What follows belongs to an exercise in optimizing a design on an open flow for small area, a short achievable clock period and few clock cycles; a production flow would make more cautious choices.
Function was checked by simulation only, so behaviour that the tests miss may differ from the original.
Power is estimated from default activity; no workload was simulated.

==> flow/design.v <==
module ALU(
    input [2:0] s,
    input [31:0] a,
    input [31:0] b,
    output reg [31:0] y,
    output reg zero
    );
    parameter ADD = 0, SUB = 1, AND = 2, OR = 3, XOR = 4, NOR = 5, SLT = 6;
    always @ (*)
    begin
      case (s)
        ADD:
        begin
            y = a + b;
            if (a + b == 0) 
                zero = 1;
            else
                zero = 0;
        end
        SUB:
        begin
            y = a + ~b + 32'd1;  
            if (a + ~b + 32'd1 == 0)
                zero = 1;  
            else
                zero = 0;  
        end
        AND:
        begin
            y = a & b;
            if (a & b == 0)
                zero = 1;
            else
                zero = 0;
        end
        OR:
        begin
            y = a | b;
            if (a | b == 0)
                zero = 1;
            else
                zero = 0;            
        end
        XOR:
        begin
            y = (~a & b) | (a & ~b);
            if (((a & b) | (~a & ~b)) == 0)
                zero = 1;
            else 
                zero = 0;
        end
        NOR:
        begin
            y = ~(a | b);
            if (~(a | b) == 0)
                zero = 1;
            else
                zero = 0;
        end
        SLT:
        begin
            if (a[31] == 0 && b[31] == 0) begin
                y = (a < b) ? 1 : 0;
                zero = (a < b) ? 0 : 1;
            end
            else if (a[31] == 1 && b[31] == 1) begin
                y = (a < b) ? 1 : 0;
                zero = (a < b) ? 0 : 1;
            end
            else if (a[31] == 0 && b[31] == 1) begin
                y = 0;
                zero = 1;
            end
            else begin
                y = 1;
                zero = 0;
            end
        end
        default: begin
            y = 0;
            zero = 0;
        end
      endcase
    end
endmodule
module ALUControl(
    input [1:0] ALUOp,
    input [5:0] OP,
    input [5:0] func,
    output reg [2:0] s
);
    always @ (*)
    begin
        if (ALUOp == 2'b00)
            s = 0;
        else if (ALUOp == 2'b01)
            s = 1;
        else if (ALUOp == 2'b10) begin
            if (func == 6'b100000)
                s = 0;
            else if (func == 6'b100010)
                s = 1;
            else if (func == 6'b100100)
                s = 2;
            else if (func == 6'b100101)
                s = 3;
            else if (func == 6'b100110)
                s = 4;
            else if (func == 6'b100111)
                s = 5;
            else if (func == 6'b101010)
                s = 6;
            else s = 0;
        end
        else begin
            if (OP == 6'b001000)
                s = 0;
            else if (OP == 6'b001100)
                s = 2;
            else if (OP == 6'b001101)
                s = 3;
            else if (OP == 6'b001110)
                s = 4;
            else if (OP == 6'b001010)
                s = 6;
            else s = 0;
        end
    end
endmodule  
module ControlUnit(
    input clk,
    input rst,
    input run,
    input [5:0] op,
    output reg PCWriteCond,
    output reg PCWrite,
    output reg IorD,
    output reg MemWrite,
    output reg MemtoReg,
    output reg IRWrite,
    output reg [1:0] PCSource,
    output reg [1:0] ALUOp,
    output reg [1:0] ALUSrcB,
    output reg ALUSrcA,
    output reg RegWrite,
    output reg RegDst,
    output reg EorN
);
    parameter Start = 0, InsFet = 1, InsDec = 2, MemAdrCom = 3, RExe = 4, IExe = 5, BeqCom = 6, 
    BneCom = 7, JumCom = 8, LwMemAcc = 9, SwMemAcc = 10, Rcom = 11, Icom = 12, WriBac = 13;
    reg [3:0] curr_state, next_state;
    always @ (posedge clk, posedge rst)
    begin
        if (rst)
            curr_state <= Start;
        else if (run)
            curr_state <= next_state;
        else curr_state <= curr_state;
    end
    always @ (*)
    begin
        case (curr_state)
            Start: begin
                next_state = InsFet;
            end
            InsFet: begin
                next_state = InsDec;
            end
            InsDec: begin
                if (op[5] == 1) begin
                        next_state = MemAdrCom;
                end
                else if (op == 6'b00_0000) begin
                        next_state = RExe;
                end
                else if (op[3] == 1) begin
                        next_state = IExe;
                end
                else if (op == 6'b00_0100) begin
                        next_state = BeqCom;
                end
                else if (op == 6'b00_0101) begin
                        next_state = BneCom;
                end
                else if (op == 6'b00_0010) begin
                        next_state = JumCom;
                end
                else next_state = InsFet;
            end
            MemAdrCom: begin
                if (op == 6'b10_0011) begin
                    next_state = LwMemAcc;
                end
                else if (op == 6'b10_1011) begin
                    next_state = SwMemAcc;
                end
                else next_state = InsFet;
            end
            RExe: begin
                next_state = Rcom;
            end
            IExe: begin
                next_state = Icom;
            end
            BeqCom: begin
                next_state = InsFet;
            end
            BneCom: begin
                next_state = InsFet;
            end
            JumCom: begin
                next_state = InsFet;
            end
            LwMemAcc: begin
                next_state = WriBac;
            end
            SwMemAcc: begin
                next_state = InsFet;
            end
            Rcom: begin
                next_state = InsFet;
            end
            Icom: begin
                next_state = InsFet;
            end
            WriBac: begin
                next_state = InsFet;
            end
            default: next_state = InsFet;
        endcase
    end
    always @ (curr_state)
    begin
        case (curr_state)
            Start: begin
                PCWriteCond = 1'b0;
                PCWrite = 1'b0;
                MemWrite = 1'b0;
                IRWrite = 1'b0;
                RegWrite = 1'b0;
                IorD = 1'b0;
                MemtoReg = 1'bx;
                PCSource = 2'bxx;
                ALUOp = 2'bxx;
                ALUSrcB = 2'bxx;
                ALUSrcA = 1'bx;
                RegDst = 1'bx;
                EorN = 1'bx;
            end
            InsFet: begin
                PCWriteCond = 1'b0;
                PCWrite = 1'b1;
                MemWrite = 1'b0;
                IRWrite = 1'b1;
                RegWrite = 1'b0;
                IorD = 1'b0;
                MemtoReg = 1'bx;
                PCSource = 2'b00;
                ALUOp = 2'b00;
                ALUSrcB = 2'b01;
                ALUSrcA = 1'b0;
                RegDst = 1'bx;
                EorN = 1'bx;
            end
            InsDec: begin
                PCWriteCond = 1'b0;
                PCWrite = 1'b0;
                MemWrite = 1'b0;
                IRWrite = 1'b0;
                RegWrite = 1'b0;
                IorD = 1'b0;
                MemtoReg = 1'bx;
                PCSource = 2'bxx;
                ALUOp = 2'b00;
                ALUSrcB = 2'b11;
                ALUSrcA = 1'b0;
                RegDst = 1'bx;
                EorN = 1'bx;
            end
            MemAdrCom: begin
                PCWriteCond = 1'b0;
                PCWrite = 1'b0;
                MemWrite = 1'b0;
                IRWrite = 1'b0;
                RegWrite = 1'b0;
                IorD = 1'b0;
                MemtoReg = 1'bx;
                PCSource = 2'bxx;
                ALUOp = 2'b00;
                ALUSrcB = 2'b10;
                ALUSrcA = 1'b1;
                RegDst = 1'bx;
                EorN = 1'bx;
            end 
            RExe: begin
                PCWriteCond = 1'b0;
                PCWrite = 1'b0;
                MemWrite = 1'b0;
                IRWrite = 1'b0;
                RegWrite = 1'b0;
                IorD = 1'b0;
                MemtoReg = 1'bx;
                PCSource = 2'bxx;
                ALUOp = 2'b10;
                ALUSrcB = 2'b00;
                ALUSrcA = 1'b1;
                RegDst = 1'bx;
                EorN = 1'bx;
            end
            IExe: begin
                PCWriteCond = 1'b0;
                PCWrite = 1'b0;
                MemWrite = 1'b0;
                IRWrite = 1'b0;
                RegWrite = 1'b0;
                IorD = 1'b0;
                MemtoReg = 1'bx;
                PCSource = 2'bxx;
                ALUOp = 2'b11;
                ALUSrcB = 2'b10;
                ALUSrcA = 1'b1;
                RegDst = 1'bx;
                EorN = 1'bx;
            end
            BeqCom: begin
                PCWriteCond = 1'b1;
                PCWrite = 1'b0;
                MemWrite = 1'b0;
                IRWrite = 1'b1;
                RegWrite = 1'b0;
                IorD = 1'b0;
                MemtoReg = 1'bx;
                PCSource = 2'b01;
                ALUOp = 2'b01;
                ALUSrcB = 2'b00;
                ALUSrcA = 1'b1;
                RegDst = 1'bX;
                EorN = 1'b1;
            end
            BneCom: begin
                PCWriteCond = 1'b1;
                PCWrite = 1'b0;
                MemWrite = 1'b0;
                IRWrite = 1'b0;
                RegWrite = 1'b0;
                IorD = 1'b0;
                MemtoReg = 1'bx;
                PCSource = 2'b01;
                ALUOp = 2'b01;
                ALUSrcB = 2'b00;
                ALUSrcA = 1'b1;
                RegDst = 1'bx;
                EorN = 1'b0;
            end
            JumCom: begin
                PCWriteCond = 1'b0;
                PCWrite = 1'b1;
                MemWrite = 1'b0;
                IRWrite = 1'b0;
                RegWrite = 1'b0;
                IorD = 1'b0;
                MemtoReg = 1'bx;
                PCSource = 2'b10;
                ALUOp = 2'bxx;
                ALUSrcB = 2'bxx;
                ALUSrcA = 1'bx;
                RegDst = 1'bx;
                EorN = 1'bx;
            end
            LwMemAcc: begin
                PCWriteCond = 1'b0;
                PCWrite = 1'b0;
                MemWrite = 1'b0;
                IRWrite = 1'b0;
                RegWrite = 1'b0;
                IorD = 1'b1;
                MemtoReg = 1'bx;
                PCSource = 2'bxx;
                ALUOp = 2'bxx;
                ALUSrcB = 2'bxx;
                ALUSrcA = 1'bx;
                RegDst = 1'bx;
                EorN = 1'bx;
            end
            SwMemAcc: begin
                PCWriteCond = 1'b0;
                PCWrite = 1'b0;
                MemWrite = 1'b1;
                IRWrite = 1'b0;
                RegWrite = 1'b0;
                IorD = 1'b1;
                MemtoReg = 1'bx;
                PCSource = 2'bxx;
                ALUOp = 2'bxx;
                ALUSrcB = 2'bxx;
                ALUSrcA = 1'bx;
                RegDst = 1'bx;
                EorN = 1'bx;
            end
            Rcom: begin
                PCWriteCond = 1'b0;
                PCWrite = 1'b0;
                MemWrite = 1'b0;
                IRWrite = 1'b0;
                RegWrite = 1'b1;
                IorD = 1'b0;
                MemtoReg = 1'b0;
                PCSource = 2'bxx;
                ALUOp = 2'bxx;
                ALUSrcB = 2'bxx;
                ALUSrcA = 1'bx;
                RegDst = 1'b1;
                EorN = 1'bx;
            end
            Icom: begin
                PCWriteCond = 1'b0;
                PCWrite = 1'b0;
                MemWrite = 1'b0;
                IRWrite = 1'b0;
                RegWrite = 1'b1;
                IorD = 1'b0;
                MemtoReg = 1'b0;
                PCSource = 2'bxx;
                ALUOp = 2'bxx;
                ALUSrcB = 2'bxx;
                ALUSrcA = 1'bx;
                RegDst = 1'b0;
                EorN = 1'bx;
            end
            WriBac: begin
                PCWriteCond = 1'b0;
                PCWrite = 1'b0;
                MemWrite = 1'b0;
                IRWrite = 1'b0;
                RegWrite = 1'b1;
                IorD = 1'b0;
                MemtoReg = 1'b1;
                PCSource = 2'bxx;
                ALUOp = 2'bxx;
                ALUSrcB = 2'bxx;
                ALUSrcA = 1'bx;
                RegDst = 1'b0;
                EorN = 1'bx;
            end
            default: begin
                PCWriteCond = 1'b0;
                PCWrite = 1'b0;
                MemWrite = 1'b0;
                IRWrite = 1'b0;
                RegWrite = 1'b0;
                IorD = 1'b0;
                MemtoReg = 1'bx;
                PCSource = 2'bxx;
                ALUOp = 2'bxx;
                ALUSrcB = 2'bxx;
                ALUSrcA = 1'bx;
                RegDst = 1'bx;
                EorN = 1'bx;
            end
        endcase
    end
endmodule  
module Registers #(parameter ADDR = 5, SIZE = 32, NUM = 1 << ADDR) (
    input [ADDR:1] ra1,
    input [ADDR:1] ra2,
    input [ADDR:1] wa,
    input [ADDR:1] addr,
    input [SIZE:1] wd,
    input we,
    input clk,
    input rst,
    output [SIZE:1] reg_data,
    output [SIZE:1] rd1,
    output [SIZE:1] rd2
);
    reg [SIZE:1] regs [NUM-1:0];
    integer i;
    always @ (posedge rst, posedge clk)
    begin
    if (rst)
        for (i = 0; i < NUM; i = i + 1) begin
            regs[i] <= 0;
        end
     else if (we) begin
        regs[wa] <= wd;
     end
    end
    assign reg_data = regs[addr];
    assign rd1 = regs[ra1];
    assign rd2 = regs[ra2];
endmodule 
module CPU(
    input clk,
    input rst,
    output [7:0] mem_addr,
    output [31:0] mem_wdata,
    output mem_we,
    input [31:0] mem_rdata
);
    wire run = 1'b1;
    wire [7:0] addr = 8'd0;
    wire [31:0] reg_data;
    reg [7:0] PC;
    reg [31:0] IR_q, A, B, ALUOut;
    reg IR_load;
    wire [31:0] IR, MDR;
    wire [1:0] PCSource, ALUOp, ALUSrcB;
    wire PCWriteCond, PCWrite, MemWrite, IRWrite, RegWrite;
    wire IorD, MemtoReg, ALUSrcA,  RegDst, EorN;
    wire zero, zero2, PCEnable;
    wire [7:0] AddrMux;
    wire [4:0] WriRegMux;
    wire [27:0] IRSL;
    wire [31:0] WriDatMux, AMux, BMux, MemData, SigExt, SigExtSL, PCMux, ALURes, rd1, rd2;
    wire [2:0] ALUChoice;
    assign mem_addr = AddrMux;
    assign mem_wdata = B;
    assign mem_we = run && MemWrite;
    assign MemData = mem_rdata;
    assign IR = IR_load ? MemData : IR_q;
    assign MDR = MemData;
    ALU ALU (.s(ALUChoice), .a(AMux), .b(BMux), .y(ALURes), .zero(zero));
    ControlUnit CU (.clk(clk), .rst(rst), .run(run), .op(IR[31:26]), .PCWriteCond(PCWriteCond), .PCWrite(PCWrite),
        .IorD(IorD), .MemWrite(MemWrite), .MemtoReg(MemtoReg), .IRWrite(IRWrite),
        .PCSource(PCSource), .ALUOp(ALUOp), .ALUSrcB(ALUSrcB), .ALUSrcA(ALUSrcA), .RegWrite(RegWrite),
        .RegDst(RegDst), .EorN(EorN));
    Registers Regs (.ra1(IR[25:21]), .ra2(IR[20:16]), .wa(WriRegMux), .addr(addr[4:0]),
        .wd(WriDatMux), .we(run && RegWrite), .clk(clk), .rst(rst), .reg_data(reg_data), .rd1(rd1), .rd2(rd2));               
    ALUControl ALUC (.ALUOp(ALUOp), .OP(IR[31:26]), .func(IR[5:0]), .s(ALUChoice));
    assign AddrMux = (IorD ? ALUOut : PC) / 4;
    assign WriRegMux = RegDst ? IR[15:11] : IR[20:16];
    assign WriDatMux = MemtoReg ? MDR : ALUOut;
    assign AMux = ALUSrcA ? A : PC;
    assign BMux = (ALUSrcB > 1) ? ((ALUSrcB == 2) ? SigExt : SigExtSL) : ((ALUSrcB == 0) ? B : 4);
    assign PCMux = (PCSource > 1) ? {4'b0000, IRSL} : ((PCSource == 0) ? ALURes : ALUOut);
    assign IRSL = {IR[25:0], 2'b00};
    assign SigExt = IR[15] ? {16'b1111_1111_1111_1111, IR[15:0]} : {16'b0000_0000_0000_0000, IR[15:0]};
    assign SigExtSL = SigExt << 2;
    assign PCEnable = PCWrite | (PCWriteCond & zero2);
    assign zero2 = EorN ? zero : ~zero;
    always @ (*)
    begin
        A = rd1;
        B = rd2;
    end
    always @ (posedge clk)
    begin
        if (run)
            ALUOut <= ALURes;
        else
            ALUOut <= ALUOut;
    end
    always @ (posedge clk, posedge rst)
    begin
        if (rst) begin
            PC <= 0;
        end
        else if (PCEnable && run) begin
            PC <= PCMux; 
        end      
        else PC <= PC; 
    end
    always @ (posedge clk, posedge rst)
    begin
        if (rst) begin
            IR_q <= 0;
            IR_load <= 0;
        end
        else begin
            IR_load <= IRWrite && run;
            if (IR_load)
                IR_q <= MemData;
        end
    end
endmodule  
==> flow/run.sh <==
#!/bin/bash
# synth_recipe.tcl (not shown) runs the flow's synth.tcl, then flattens the netlist and writes it again
# the make line also repeats each setting of config.mk as NAME=value (left out here)
make -C /OpenROAD-flow-scripts/flow DESIGN_CONFIG=/design/flow/config.mk WORK_HOME=/design/flow/orfs CLKGATE_MAP_FILE= SYNTH_SCRIPT=/design/flow/synth_recipe.tcl finish
==> flow/config.mk <==
export PLATFORM = sky130hd
export DESIGN_NAME = CPU
export DESIGN_NICKNAME = CPU
export VERILOG_FILES = /design/flow/design.v
export SDC_FILE = /design/flow/constraint.sdc
export NUM_CORES = 8
export LEC_CHECK = 0
export CAP_MARGIN = 20
export CORE_MARGIN = 2
export CORE_UTILIZATION = 30
export SLEW_MARGIN = 20
==> flow/constraint.sdc <==
create_clock -name core_clock -period 12.0 [get_ports {clk}]
set_input_delay 2.4000 -clock core_clock [delete_from_list [all_inputs] [get_ports {clk}]]
set_output_delay 2.4000 -clock core_clock [all_outputs]
set_load 0.01 [all_outputs]
==> qor.csv, run 1 <==
metric;value;unit
Worst Setup Start Kind;input pin;
CTS Sinks;1101;
root buffer cell;clkbuf_16;
Iteration-0 DRC Markers;13700;
CTS H-tree depth;4;
share of cells above drive strength 1;14.8;%
DPL Wire Length;298;mm
Post-Layout Inst Area;74600;um^2
power consumption;24100;uW
Final Hold Viols;0;
simple-gate share of the synthesized area;16.1;%
CTS tree;built;
asr flop ratio synth;97.1;%
WP data arrival;12.27;ns
Via-to-Cell Ratio;6.98;
Leakage;0.0314;uW
initial core utilization;30.1;%
DR vias;71000;
P per Cell Area;324;nW/um^2
crit-path max FO;14;
I/O Pins;75;
GRT Util Overall;39.9;%
maxcap violations;0;
maximum number of pins on one net before global-route repair;173;
largest cells by area after synthesis;dfrtp_1 43%, a21oi_1 9.7%, nor2_1 7.7%;
grt ovf;0;
top cells by count, synth;1271 x nor2_1, 1206 x a21oi_1, 1069 x dfrtp_1;
DIE WIDTH;459;um
router iterations before antenna repair;22;
dpl ws;0.0145;ns
most common cell in the synthesized netlist;nor2_1;
Core Box Area;206000;um^2
die footprint;211000;um^2
Slew HR;11.4;%
Syn Inst Count;7173;
FF+latch count, synth;1101;
ys flop type;dfrtp_1;
Reg clk slew, reported paths;0.06;ns
number of buffers created by CTS;134;
row count;167;
hold buffer count at cts;0;
number of global-route vias before repair;64400;
final worst slack;0.473;ns
# port buffers;74;
final period utilization;96.1;%
gpl congestion;1.10;
worst skew pair latency;0.88;ns
Layout Skew;0.0466;ns
Die H;459;um
maximum vdd drop;217;uV
post-synthesis cell area;62100;um^2
Yosys warnings;6;
Syn-to-layout area delta;20.1;%
Mapped Avg Cell Area;8.66;um^2
Gates resized, CTS repair;0;
Wirelength per Cell;42.8;um
status;no timing/DRC/antenna violations;
Synth cell types;97;
syn nets;7312;
unrepaired setup endpoints after global routing;false;
Setup CP Type;input pin to flip-flop;
Synth Area in Compound Gates;30.2;%
clk buf depth;3;
Post-synth EDFFs;0;
initial antenna violation count;47;
xor and xnor area share after synthesis;0.550;%
Final ANT Viol Nets;0;
Final nets;7459;
Setup TNS Final;0;ns
postcts setup bufs;0;
first-pass GRT wire length;576;mm
Routed WL;435;mm
final setup violation count;0;
sequential fraction of the synthesis area;44.1;%
adder-cell share of the synthesized area;2.14;%
Yosys top cell area share;43.1;%
CP endpoint kind;flip-flop;
crit path time final;11.53;ns
max-slew violation count;0;
Fmax;86.8;MHz
DRC;0;
main combinational cell family by area after synthesis;compound AO/OA/AOI/OAI gates;
Worst Tran Pin Value;1.32;ns
Yosys top cell by area;dfrtp_1;
mux cell area share after synthesis;1.72;%
Worst EP required;12.74;ns
min-delay worst type;flip-flop to flip-flop;
dpl cell area;69600;um^2
## per-layer routing
metal | up-vias | GRT usage [%] | wire [um]
met4 | 54 | 32.1 | 46300
met2 | 6738 | 55.1 | 171000
met3 | 2365 | 19.3 | 64500
li1 | 27200 | - | -
met1 | 34700 | 46.6 | 152000
met5 | - | 2.18 | 1080
## critical path, stage by stage
cell and delay, ns:
clkdlybuf4s50_1 0.87, buf_4 0.44, and3b_1 0.37, nor2_2 0.20, buf_4 0.60, o32ai_1 0.28, a2111oi_0 0.54, nand4_1 0.75
o21ai_0 0.55, nand2_1 0.35, inv_1 0.17, ha_1 0.36, a21oi_1 0.36, o21ai_1 0.25, a2111o_1 0.48, a31oi_1 0.25
xnor2_1 0.09, or3b_2 0.47, nor4_1 0.45, buf_4 0.19, o2111ai_1 0.20, nor4_1 0.41, a211o_1 0.26, o31ai_2 0.10
nor3b_4 0.30, buf_12 0.16, mux2_2 0.33
## stage by stage
stage | cells | utilization, % | hold WS, ns
6_report | 10200 | 36.1 | 0.494
3_5_place_dp | 9879 | 33.7 | 0.485
5_1_grt | 10100 | 36.1 | 0.510
3_3_place_gp | 9874 | 33.7 | 0.483
2_1_floorplan | 7173 | - | 0.472
4_1_cts | 10100 | 36.0 | 0.498
## worst paths after layout
check,start,end,slack (ns),depth (start not counted)
worst min-delay path,IR_q[7]$_DFF_PP0_,IR_q[7]$_DFF_PP0_,0.49,1
worst max register to register,IR_load$_DFF_PP0_,PC[6]$_DFFE_PP0P_,1.88,27
worst max-delay path,mem_rdata[17],PC[6]$_DFFE_PP0P_,0.47,27
max in group asynchronous,rst,Regs.regs[25][16]$_DFFE_PP0P_,7.36,5
worst min register to register,IR_q[7]$_DFF_PP0_,IR_q[7]$_DFF_PP0_,0.49,1
min in group asynchronous,rst,Regs.regs[3][18]$_DFFE_PP0P_,2.01,2
## kinds of logic (layout without fill, tap and decap cells)
| family | Yosys count | in the layout |
|---|---|---|
| and+or+nand+nor | 2152 | 2152 |
| AOI/OAI and AO/OA | 2852 | 2852 |
| muxes | 102 | 102 |
| xor gates and xnor gates | 39 | 39 |
| DFF | 1101 | 1101 |
| other | 0 | 35 |
| buffers and inverters | 822 | 1079 |
| adders and majority gates | 105 | 105 |
## power by group
part           switching (uW)  internal (uW)
logic                    8990           3990
registers                1740           5020
clock network            1840           2570
## area by class of cell
type / count / area [um^2]
diodes: 35 / 87.6
clock buffers: 189 / 3890
clock inverters: 57 / 807
fillers: 21100 / 132000
inverters: 175 / 661
multi-input cells: 5250 / 32800
flip-flops and latches: 1101 / 27400
well taps: 2704 / 3380
repair buffers: 658 / 5580
## placed cells by master, fill, tap and decap left out, types with 84 or more instances in the layout
master and n:
clkbuf_16 138, o22ai_1 84, nand4_1 98, ha_1 103, a22oi_1 517, nor2_1 1225
dfrtp_1 1068, a22o_1 145, a221oi_1 106, o221ai_1 144, buf_4 547, o21ai_0 184
a21oi_1 1205, inv_1 168, nand2_1 253
## state kept, by name (all words and copies together) (netlist names)
| signal | cells |
|---|---|
| IR_load | 1 |
| Regs.regs | 1024 |
| ALUOut | 32 |
| CU.curr_state | 4 |
| IR_q | 32 |
| PC | 8 |
Testbench counts, summed over its fixed seeds: cycles 71,110.
==> run 2, diff against run 1 <==
==> flow/design.v (replaced) <==
module ALU(
    input [31:0] a,
    input [31:0] b,
    input sub,           
    input f_and,
    input f_or,
    input f_xor,
    input f_nor,
    input f_slt,
    output [31:0] y,
    output [31:0] sum
);
    wire [31:0] bx = sub ? ~b : b;
    assign sum = a + bx + {31'd0, sub};
    wire lt = (a[31] ^ b[31]) ? a[31] : sum[31];
    wire [31:0] lg = ({32{f_and}} & (a & b)) |
                     ({32{f_or}}  & (a | b)) |
                     ({32{f_xor}} & (a ^ b)) |
                     ({32{f_nor}} & ~(a | b));
    wire logic_op = f_and | f_or | f_xor | f_nor;
    assign y = f_slt ? {31'd0, lt} : (logic_op ? lg : sum);
endmodule
module Registers(
    input clk,
    input rst,
    input [4:0] ra1,
    input [4:0] ra2,
    input [4:0] wa,
    input [31:0] wd,
    input we,
    output reg [31:0] rd1,
    output reg [31:0] rd2
);
    reg [31:0] regs [0:31];
    reg [31:0] valid;
    integer k;
    genvar i;
    generate
        for (i = 0; i < 32; i = i + 1) begin : row
            always @(posedge clk)
                if (we && wa == i)
                    regs[i] <= wd;
        end
    endgenerate
    always @(posedge clk, posedge rst)
        if (rst)
            valid <= 32'd0;
        else if (we)
            valid[wa] <= 1'b1;
    wire [31:0] sel1 = valid & (32'd1 << ra1);
    wire [31:0] sel2 = valid & (32'd1 << ra2);
    always @(*) begin
        rd1 = 32'd0;
        rd2 = 32'd0;
        for (k = 0; k < 32; k = k + 1) begin
            rd1 = rd1 | ({32{sel1[k]}} & regs[k]);
            rd2 = rd2 | ({32{sel2[k]}} & regs[k]);
        end
    end
endmodule
module CPU(
    input clk,
    input rst,
    output [7:0] mem_addr,
    output [31:0] mem_wdata,
    output mem_we,
    input [31:0] mem_rdata
);
    reg  [5:0] nf_q;      
    reg        rv_q;      
    reg  [5:0] rpc_q;     
    reg        data_q;    
    reg  [7:0] daddr_q;   
    reg        dload_q;   
    reg  [4:0] lrd_d_q;   
    reg        lwb_q;     
    reg  [4:0] lrd_w_q;   
    reg        we_q;
    reg [31:0] wdata_q;
    reg        e_v;
    reg        e_wr;      
    reg        e_lw, e_sw, e_br, e_bne, e_j;
    reg  [4:0] e_rd, e_rs, e_rt;
    reg        e_urs, e_urt;
    reg        e_bimm, e_sub, e_and, e_or, e_xor, e_nor, e_slt;
    reg  [5:0] e_tgt;
    reg [15:0] e_imm;
    reg [31:0] e_a, e_b;
    wire [31:0] ins = mem_rdata;
    wire [5:0] op = ins[31:26];
    wire [5:0] fn = ins[5:0];
    wire [4:0] rs = ins[25:21];
    wire [4:0] rt = ins[20:16];
    wire d_r   = op == 6'b000000;
    wire d_i   = ~op[5] & op[3];
    wire d_lw  = op == 6'b100011;
    wire d_sw  = op == 6'b101011;
    wire d_beq = op == 6'b000100;
    wire d_bne = op == 6'b000101;
    wire d_j   = op == 6'b000010;
    wire d_br  = d_beq | d_bne;
    wire d_wr  = d_r | d_i;
    wire d_urs = d_r | d_i | d_lw | d_sw | d_br;
    wire d_urt = d_r | d_sw | d_br;
    wire [4:0] d_rd = d_r ? ins[15:11] : rt;
    wire d_sub = d_r & (fn == 6'b100010 || fn == 6'b101010) | (op == 6'b001010);
    wire d_and = d_r & (fn == 6'b100100) | (op == 6'b001100);
    wire d_or  = d_r & (fn == 6'b100101) | (op == 6'b001101);
    wire d_xor = d_r & (fn == 6'b100110) | (op == 6'b001110);
    wire d_nor = d_r & (fn == 6'b100111);
    wire d_slt = d_r & (fn == 6'b101010) | (op == 6'b001010);
    wire d_bimm = ~d_r;
    wire [5:0] d_tgt = d_j ? ins[5:0] : rpc_q + 6'd1 + ins[5:0];
    wire [31:0] res, sum;
    wire [31:0] bsel = e_bimm ? {{16{e_imm[15]}}, e_imm} : e_b;
    ALU alu (.a(e_a), .b(bsel), .sub(e_sub), .f_and(e_and), .f_or(e_or),
             .f_xor(e_xor), .f_nor(e_nor), .f_slt(e_slt), .y(res), .sum(sum));
    wire eq = e_a == e_b;
    wire lhaz = dload_q & ((e_urs & (e_rs == lrd_d_q)) |
                           (e_urt & (e_rt == lrd_d_q)) |
                           (e_wr  & (e_rd == lrd_d_q)));
    wire hold = lwb_q | (e_v & lhaz);
    wire ex = e_v & ~hold;
    wire redirect = ex & (e_j | (e_br & (eq ^ e_bne)));
    wire [5:0] fa = redirect ? e_tgt : nf_q;
    assign mem_addr  = data_q ? daddr_q : {2'b00, fa};
    assign mem_we    = we_q;
    assign mem_wdata = wdata_q;
    wire [31:0] rfa, rfb;
    wire        rf_we = lwb_q | (ex & e_wr);
    wire  [4:0] rf_wa = lwb_q ? lrd_w_q : e_rd;
    wire [31:0] rf_wd = lwb_q ? mem_rdata : res;
    Registers rf (.clk(clk), .rst(rst), .ra1(rs), .ra2(rt), .wa(rf_wa),
                  .wd(rf_wd), .we(rf_we), .rd1(rfa), .rd2(rfb));
    wire byp_a = e_v & e_wr & (e_rd == rs);
    wire byp_b = e_v & e_wr & (e_rd == rt);
    wire [31:0] d_a = byp_a ? res : rfa;
    wire [31:0] d_b = byp_b ? res : rfb;
    always @(posedge clk, posedge rst) begin
        if (rst) begin
            nf_q    <= 6'd0;
            rv_q    <= 1'b0;
            data_q  <= 1'b0;
            dload_q <= 1'b0;
            lwb_q   <= 1'b0;
            we_q    <= 1'b0;
            e_v     <= 1'b0;
        end else begin
            data_q  <= ex & (e_lw | e_sw);
            dload_q <= ex & e_lw;
            we_q    <= ex & e_sw;
            lwb_q   <= dload_q;
            rv_q    <= ~data_q;
            if (data_q)
                nf_q <= redirect ? e_tgt : ((rv_q & hold) ? rpc_q : nf_q);
            else
                nf_q <= fa + 6'd1;
            if (!hold)
                e_v <= rv_q & ~redirect;
        end
    end
    always @(posedge clk) begin
        rpc_q   <= fa;
        daddr_q <= sum[9:2];
        lrd_d_q <= e_rd;
        lrd_w_q <= lrd_d_q;
        wdata_q <= e_b;
        if (hold) begin
            if (lwb_q && e_rs == lrd_w_q) e_a <= mem_rdata;
            if (lwb_q && e_rt == lrd_w_q) e_b <= mem_rdata;
        end else begin
            e_a    <= d_a;
            e_b    <= d_b;
            e_imm  <= ins[15:0];
            e_rs   <= rs;
            e_rt   <= rt;
            e_rd   <= d_rd;
            e_urs  <= d_urs;
            e_urt  <= d_urt;
            e_wr   <= d_wr;
            e_lw   <= d_lw;
            e_sw   <= d_sw;
            e_br   <= d_br;
            e_bne  <= d_bne;
            e_j    <= d_j;
            e_bimm <= d_bimm;
            e_sub  <= d_sub;
            e_and  <= d_and;
            e_or   <= d_or;
            e_xor  <= d_xor;
            e_nor  <= d_nor;
            e_slt  <= d_slt;
            e_tgt  <= d_tgt;
        end
    end
endmodule
==> run 2 against run 1 <==
Against the previous run: still clean on timing, DRC and antenna; cell area is 13% lower; global-route usage is 13 points lower; setup slack better by 4.4 ns; power is 34% lower; non-clock buffer count is 421 lower; critical endpoint is now mem_addr[0].
==> qor.csv, run 2 <==
metric;value;unit;change
FF+latch count, synth;1240;;+13%
CTS tree;built;;
root buffer cell;clkbuf_16;;
Via-to-Cell Ratio;6.90;;-1.3%
Reg clk slew, reported paths;0.06;ns;about the same
Final ANT Viol Nets;0;;unchanged
sequential fraction of the synthesis area;64.6;%;+21 points
final setup violation count;0;;unchanged
Syn-to-layout area delta;15.4;%;
Wirelength per Cell;38.9;um;-9.1%
dpl cell area;60700;um^2;-13%
CTS Sinks;1240;;+13%
WHS;0.416;ns;-0.0780 ns
max incr delay on CP;0.68;ns;-0.19 ns
Worst Setup Start Kind;flip-flop;;
most frequent cells in the layout;1140 x edfxtp_1, 549 x a22oi_1, 186 x a221oi_1, 180 x nand4_1, 164 x nand2_1;;
share of cells above drive strength 1;12.6;%;-2.1 points
Mapped Avg Cell Area;13.5;um^2;+56%
Syn Inst Count;4169;;-42%
Die H;438;um;-4.7%
global routing usage on met1;31.2;%;-15 points
Gates resized, CTS repair;0;;unchanged
# port buffers;74;;unchanged
initial core utilization;30.1;%;about the same
number of global-route vias before repair;43900;;-32%
Largest Register;rf.regs;;
asr flop ratio synth;3.55;%;-94 points
max-slew violation count;0;;unchanged
DIE WIDTH;438;um;-4.7%
largest delay contributor family on the critical path;simple AND/OR/NAND/NOR gates;;
WP buf/inv;1;;-5
Cell Chain, Critical Path;xor2_1, nor4_1, nand4_1, nor2_1, and3b_1, o31a_1, mux2_2, mux2_2, clkdlybuf4s50_1;;
post-synthesis cell area;56400;um^2;-9.2%
die footprint;192000;um^2;-9.1%
Yosys warnings;3;;-3
Layout Skew;0.0488;ns;+0.00225 ns
gpl congestion;0.981;;-11%
fill cell count;17900;;-15%
met3 usage;14.6;%;-4.7 points
maximum vdd drop;190;uV;-12%
Setup CP Type;flip-flop to primary output;;
Core Box Area;187000;um^2;-9.2%
most common cell in the synthesized netlist;edfxtp_1;;
Iteration-0 DRC Markers;12400;;-9.4%
worst skew pair latency;0.81;ns;-0.07 ns
hold buffer count at cts;0;;unchanged
Fmax;140;MHz;+61%
DR vias;46900;;-34%
DRC;0;;unchanged
ys flop type;edfxtp_1;;
first-pass GRT wire length;358;mm;-38%
min-delay worst type;flip-flop to flip-flop;;
top cells by count, synth;1140 x edfxtp_1, 550 x a22oi_1, 275 x clkbuf_1;;
maxcap violations;0;;unchanged
Yosys top cell area share;60.7;%;+18 points
CP endpoint kind;primary output;;
Synth cell types;81;;-16%
Final Hold Viols;0;;unchanged
WP data arrival;4.74;ns;-7.53 ns
crit-path max FO;19;;+5
largest cells by area after synthesis;edfxtp_1 61%, a22oi_1 7.3%, a221oi_1 2.9%;;
final period utilization;59.5;%;-37 points
status;no timing/DRC/antenna violations;;
syn nets;4311;;-41%
grt ovf;0;;unchanged
dpl ws;5.52;ns;+5.50 ns
Slew HR;9.88;%;-1.5 points
maximum number of pins on one net before global-route repair;49;;-72%
CP dominant cell by count;mux2_2;;
Post-Layout Inst Area;65100;um^2;-13%
CP max-delay cell;o31a_1;;
Worst EP required;9.60;ns;-3.14 ns
Post-synth EDFFs;1140;;+1140
final worst slack;4.86;ns;+4.38 ns
P per Cell Area;246;nW/um^2;-24%
Yosys top cell by area;edfxtp_1;;
CTS H-tree depth;4;;unchanged
GR Layer Usage met2;38.0;%;-17 points
number of buffers created by CTS;132;;-1.5%
unrepaired setup endpoints after global routing;false;;
Largest register FFs;1024;;unchanged
initial antenna violation count;11;;-77%
Worst Tran Pin Value;1.34;ns;+0.0165 ns
Routed WL;265;mm;-39%
Setup TNS Final;0;ns;unchanged
I/O Pins;75;;unchanged
crit path time final;7.14;ns;-4.38 ns
most common cell after layout, fill and taps aside;edfxtp_1;;
postcts setup bufs;0;;unchanged
GRT Util Overall;26.6;%;-13 points
DPL Wire Length;145;mm;-51%
Layout Utilization;34.7;%;-1.4 points
row count;159;;-4.8%
gr busiest metal;met2;;
Final nets;4344;;-42%
clk buf depth;3;;unchanged
router iterations before antenna repair;17;;-23%
Leakage;0.0216;uW;-31%
==> run 2: cell types whose count changed after synthesis, moves of 60 or more <==
cell,previous run,this run
o21ai_0,184,63
o221ai_1,146,8
clkbuf_1,548,275
nand2_1,261,166
nand4_1,98,180
a222oi_1,42,107
a221oi_1,106,187
inv_1,170,98
o22ai_1,86,5
edfxtp_1,0,1140
dfrtp_1,1069,44
a21oi_1,1206,100
xor2_1,5,65
nor2_1,1271,109
==> run 2: power breakdown <==
group | internal [uW] | switching [uW] | total (uW)
combinational | 1220 | 3450 | 4660
sequential | 6750 | 425 | 7180
clock | 2380 | 1780 | 4150
total | 10300 | 5650 | 16000
==> run 2: area by class of cell <==
class	instances	area [um^2]	area share (%)
Antenna cell	8	20.0	0.0307
Clock buffer	163	3560	5.46
Clock inverter	74	774	1.19
Inverter	100	378	0.580
Multi-Input combinational cell	2491	18800	28.9
Sequential cell	1240	36500	56.0
Tap cell	2495	3120	4.79
Timing Repair Buffer	237	1980	3.04
==> run 2: per-layer routing <==
layer	routed length (um)	up-vias
met5	594	-
met3	49100	1610
met1	87100	22700
li1	-	17300
met2	107000	5328
met4	21200	24
==> run 2: stage by stage <==
stage	power, uW	instances
5_1_grt	16400	6803
3_5_place_dp	11600	6561
2_1_floorplan	9490	4169
4_1_cts	15700	6798
3_3_place_gp	11500	6559
6_report	16000	6808
==> run 2: logic make-up after synthesis <==
logic type / Yosys count / share of synthesized area (%)
fa+ha+maj: 108 / 2.42
buf+inv: 438 / 2.99
simple gates: 802 / 7.48
flops: 1240 / 64.6
xor+xnor: 134 / 2.09
compound gates: 1362 / 18.8
mux: 85 / 1.60
==> run 2: worst register-to-register path, stage by stage (launching register included) <==
cell	delay [ns]
edfxtp_1	0.32
buf_4	0.34
clkinv_1	0.66
a21oi_1	0.51
xnor2_1	0.11
ha_1	0.43
a21o_1	0.24
a21o_1	0.19
a21o_1	0.20
a31oi_1	0.35
nand4_1	0.14
mux2i_1	0.24
nor3_1	0.12
a21oi_4	0.82
==> run 2: worst paths after layout <==
kind | start | endpoint | slack [ns] | cells after the start
min in group asynchronous | rst | nf_q[5]$_DFFE_PP0P_ | 2.11 | 2
max in group asynchronous | rst | lwb_q$_DFF_PP0_ | 9.31 | 2
worst max register to register | e_bimm$_DFFE_PP_ | rf.regs[19][28]$_DFFE_PP_ | 6.98 | 13
worst min register to register | lrd_d_q[2]$_DFF_P_ | lrd_w_q[2]$_DFF_P_ | 0.42 | 0
worst min-delay path | lrd_d_q[2]$_DFF_P_ | lrd_w_q[2]$_DFF_P_ | 0.42 | 0
worst max-delay path | e_b[21]$_DFFE_PP_ | mem_addr[0] | 4.86 | 9
Testbench counts of run 2, summed over its fixed seeds: cycles 24,867.

[what the ideal ports hide]
No port has a modelled driver above. Below, the same layouts with a new extraction and two added sets of constraints. Step 1 sets driving cells, clkbuf_16 on the clock port and buf_2 on the other inputs (assumed; they add their load-dependent delay and slew). Step 2 moves the port delays by t, midway between the first and last clock arrival at a register: inputs arrive t later, outputs are due t later. That takes back most of the time a late clock gives input paths. a / b / c = ideal / step 1 / step 2; a / b = the first two.
| run | shift t [ns] | setup slack, ns | worst setup path after step 2 |
|---|---|---|---|
| run 1 | 0.950 | 0.473 / 0.540 / -0.410 | input to register |
| run 2 | 0.856 | 4.856 / 4.780 / 4.986 | input to register |
With both steps, setup timing fails in run 1, where it was met with ideal ports. The setup slack of run 1, which loses most, moves by +0.067 ns with the drivers and by -0.883 ns with both steps.
